Context: an optimization exercise on an open-source flow, tuned for small area and a short achievable clock period. The choices shown serve that exercise and are no tape-out recipe.
In this exercise RTL edits were held to simulation tests only and were not proved equivalent to the original.
Power is estimated from default activity; no workload was simulated.

== v6 ==
==> flow/design.v (excerpt) <==
module MIPS(
	input cclk,
	input reset,
	input [31:0] imem_data,
	output [31:0] imem_addr,
	output [31:0] result
    );
For scale: roughly 7,000 cells after synthesis, ~2,400 flip-flops, ~98 I/O pins.
Settings: LEC_CHECK=0, CAP_MARGIN=20, CELL_PAD_IN_SITES_DETAIL_PLACEMENT=1, CORE_MARGIN=2, CORE_UTILIZATION=35, CTS_CLUSTER_DIAMETER=85, CTS_CLUSTER_SIZE=30, PLACE_DENSITY=0.45, SLEW_MARGIN=20; clock period 12.0 ns.
standard.sh (not shown) runs the stock make flow with config.mk's settings and CLKGATE_MAP_FILE= SYNTH_SCRIPT=/design/flow/synth_recipe.tcl, a recipe that flattens the netlist after the stock synthesis.
==> flow/flow/run.sh <==
#!/bin/bash
# Own flow: the standard layout (standard.sh, with its unchanged synthesis),
# with two changes to how the layout is made:
#  - the resizer's setup repair aims at a slack margin below the clock period,
#    so that it works on paths well inside the period instead of stopping at it;
#  - the port buffers are plain buffers (buf_4) rather than the delay cell
#    buffer_ports picks by default.
# Each step's full output is in synth.log / layout.log here and in ORFS's own
# per-step logs under orfs/logs.
set -euo pipefail
MARGIN=8
bash standard.sh synth > synth.log 2>&1
bash standard.sh SETUP_SLACK_MARGIN=$MARGIN "BUFFER_PORTS_ARGS=-buffer_cell sky130_fd_sc_hd__buf_4" finish > layout.log 2>&1
The flow did not stop early for v6: all stages ran, and the layout cleared the timing, DRC and antenna checks.
Changes in v7 relative to v6:
--- a/flow/flow/run.sh
+++ b/flow/flow/run.sh
@@ -6 +6 @@
-#  - the port buffers are plain buffers (buf_4) rather than the delay cell
+#  - the port buffers are plain buffers (buf_2) rather than the delay cell
@@ -13 +13 @@
-bash standard.sh SETUP_SLACK_MARGIN=$MARGIN "BUFFER_PORTS_ARGS=-buffer_cell sky130_fd_sc_hd__buf_4" finish > layout.log 2>&1
+bash standard.sh SETUP_SLACK_MARGIN=$MARGIN "BUFFER_PORTS_ARGS=-buffer_cell sky130_fd_sc_hd__buf_2" finish > layout.log 2>&1
--- a/flow/config.mk
+++ b/flow/config.mk
@@ -12,2 +12,2 @@
-export CTS_CLUSTER_DIAMETER = 85
-export CTS_CLUSTER_SIZE = 30
+export CTS_CLUSTER_DIAMETER = 60
+export CTS_CLUSTER_SIZE = 20
Notes after the runs:
Diff v6..v7 | inserted tap cell count | unchanged. [compare] base=v6 new=v7: fraction of the cycle the final worst path needs rose 0.53 points, final standard cell count with taps included and fillers excluded rose 161, hold slack rose 0.017 ns, number of clock buffer instances in the layout rose about 60%, non-clock buffer count rose 1.5%. Compared v7 vs v6, and average vias per placed instance is down in v7.

---

## violet
MIPS, a different RTL version from the one above (not shown whole).
For scale: ~6900 cells after synthesis, ~2400 flip-flops, roughly 98000 um^2 of cells after synthesis.
## MIPS
module MIPS(
	input cclk,
	input reset,
	input [31:0] imem_data,
	output [31:0] imem_addr,
	output [31:0] result
    );
export LEC_CHECK = 0
export CAP_MARGIN = 10
export CELL_PAD_IN_SITES_DETAIL_PLACEMENT = 1
export CORE_MARGIN = 2
export CORE_UTILIZATION = 40
export CTS_CLUSTER_DIAMETER = 80
export CTS_CLUSTER_SIZE = 30
export PLACE_DENSITY = 0.55
export SLEW_MARGIN = 10
create_clock -name core_clock -period 12.0 [get_ports {cclk}]
==> flow/flow/run.sh <==
#!/bin/bash
# Own flow: the standard layout (standard.sh, with its unchanged synthesis),
# with two changes to how the layout is made:
#  - the resizer's setup repair aims at a slack margin below the clock period,
#    so that it works on paths well inside the period instead of stopping at it;
#  - the port buffers are plain buffers (buf_4) rather than the delay cell
#    buffer_ports picks by default.
# Each step's full output is in synth.log / layout.log here and in ORFS's own
# per-step logs under orfs/logs.
set -euo pipefail
MARGIN=8
bash standard.sh synth > synth.log 2>&1
bash standard.sh SETUP_SLACK_MARGIN=$MARGIN "BUFFER_PORTS_ARGS=-buffer_cell sky130_fd_sc_hd__buf_4" finish > layout.log 2>&1
For willow, these inputs were changed with respect to violet:
- CAP_MARGIN changed from 10 to 20
- SLEW_MARGIN changed from 10 to 20
### Flow results
Diff willow..violet | cell count | negligible. Against violet, setup slack of the critical path after layout in willow came out better. Fraction of power consumed by the clock network for willow: 0.2 points up relative to violet. Summary — critical path depth, willow relative to violet: lower, by 5. Net switching fraction of the power of violet is on par with willow. In the metrics for violet and willow, the one carrying the higher initial antenna violation count is willow. willow completed every stage of the flow, and the final layout passed the timing, DRC and antenna checks. On design area, willow tracks violet almost exactly.
Inputs modified between willow and xenon:
--- a/flow/flow/run.sh
+++ b/flow/flow/run.sh
@@ -11 +11 @@
-MARGIN=8
+MARGIN=7.5
- Count of non-CTS buffers in the layout: xenon < willow
- Taking willow as the reference, in xenon multi-input gate area in the final layout went down 5.1%; routed wire length saw a decrease.
- Summary of xenon over willow: net count of the finished layout has decreased, via count went down about 2.2%.

-- afterwards: timing with drivers on the ports --
The flow's constraints put no driver on any port. The routed layouts listed below were extracted and timed again, unchanged, in two steps. Step 1: set_driving_cell puts a clkbuf_16 on cclk and a buf_2 on each other input, an assumption about the parent block. Step 2 moves the port delays by t, midway between the first and last clock arrival at a register: inputs arrive t later, outputs are due t later. That takes back most of the time a late clock gives input paths. Three values: ideal ports, drivers, drivers and shift; two values: the first two.
| run | t, ns | setup WS [ns] | hold WS [ns] | slew at the worst register clock pin (ns) | worst slew at a driven data input, ns |
|---|---|---|---|---|---|
| v6 | 1.040 | 7.925 / 7.859 / 6.958 | 0.401 / 0.401 / 0.401 | 0.12 / 0.12 | 0.09 |
| v7 | 1.002 | 7.861 / 7.886 / 6.942 | 0.418 / 0.418 / 0.418 | 0.09 / 0.09 | 0.09 |
| violet | 0.960 | 7.827 / 7.827 / 6.976 | 0.398 / 0.398 / 0.398 | 0.12 / 0.12 | 0.05 |
| willow | 0.959 | 7.884 / 7.885 / 7.008 | 0.401 / 0.401 / 0.401 | 0.12 / 0.12 | 0.05 |
| xenon | 0.939 | 7.332 / 7.352 / 6.414 | 0.382 / 0.382 / 0.382 | 0.12 / 0.12 | 0.12 |
After both steps every run listed still meets setup and hold. For v6, which loses most, drivers alone change the setup slack by -0.066 ns; drivers and shift together by -0.967 ns.
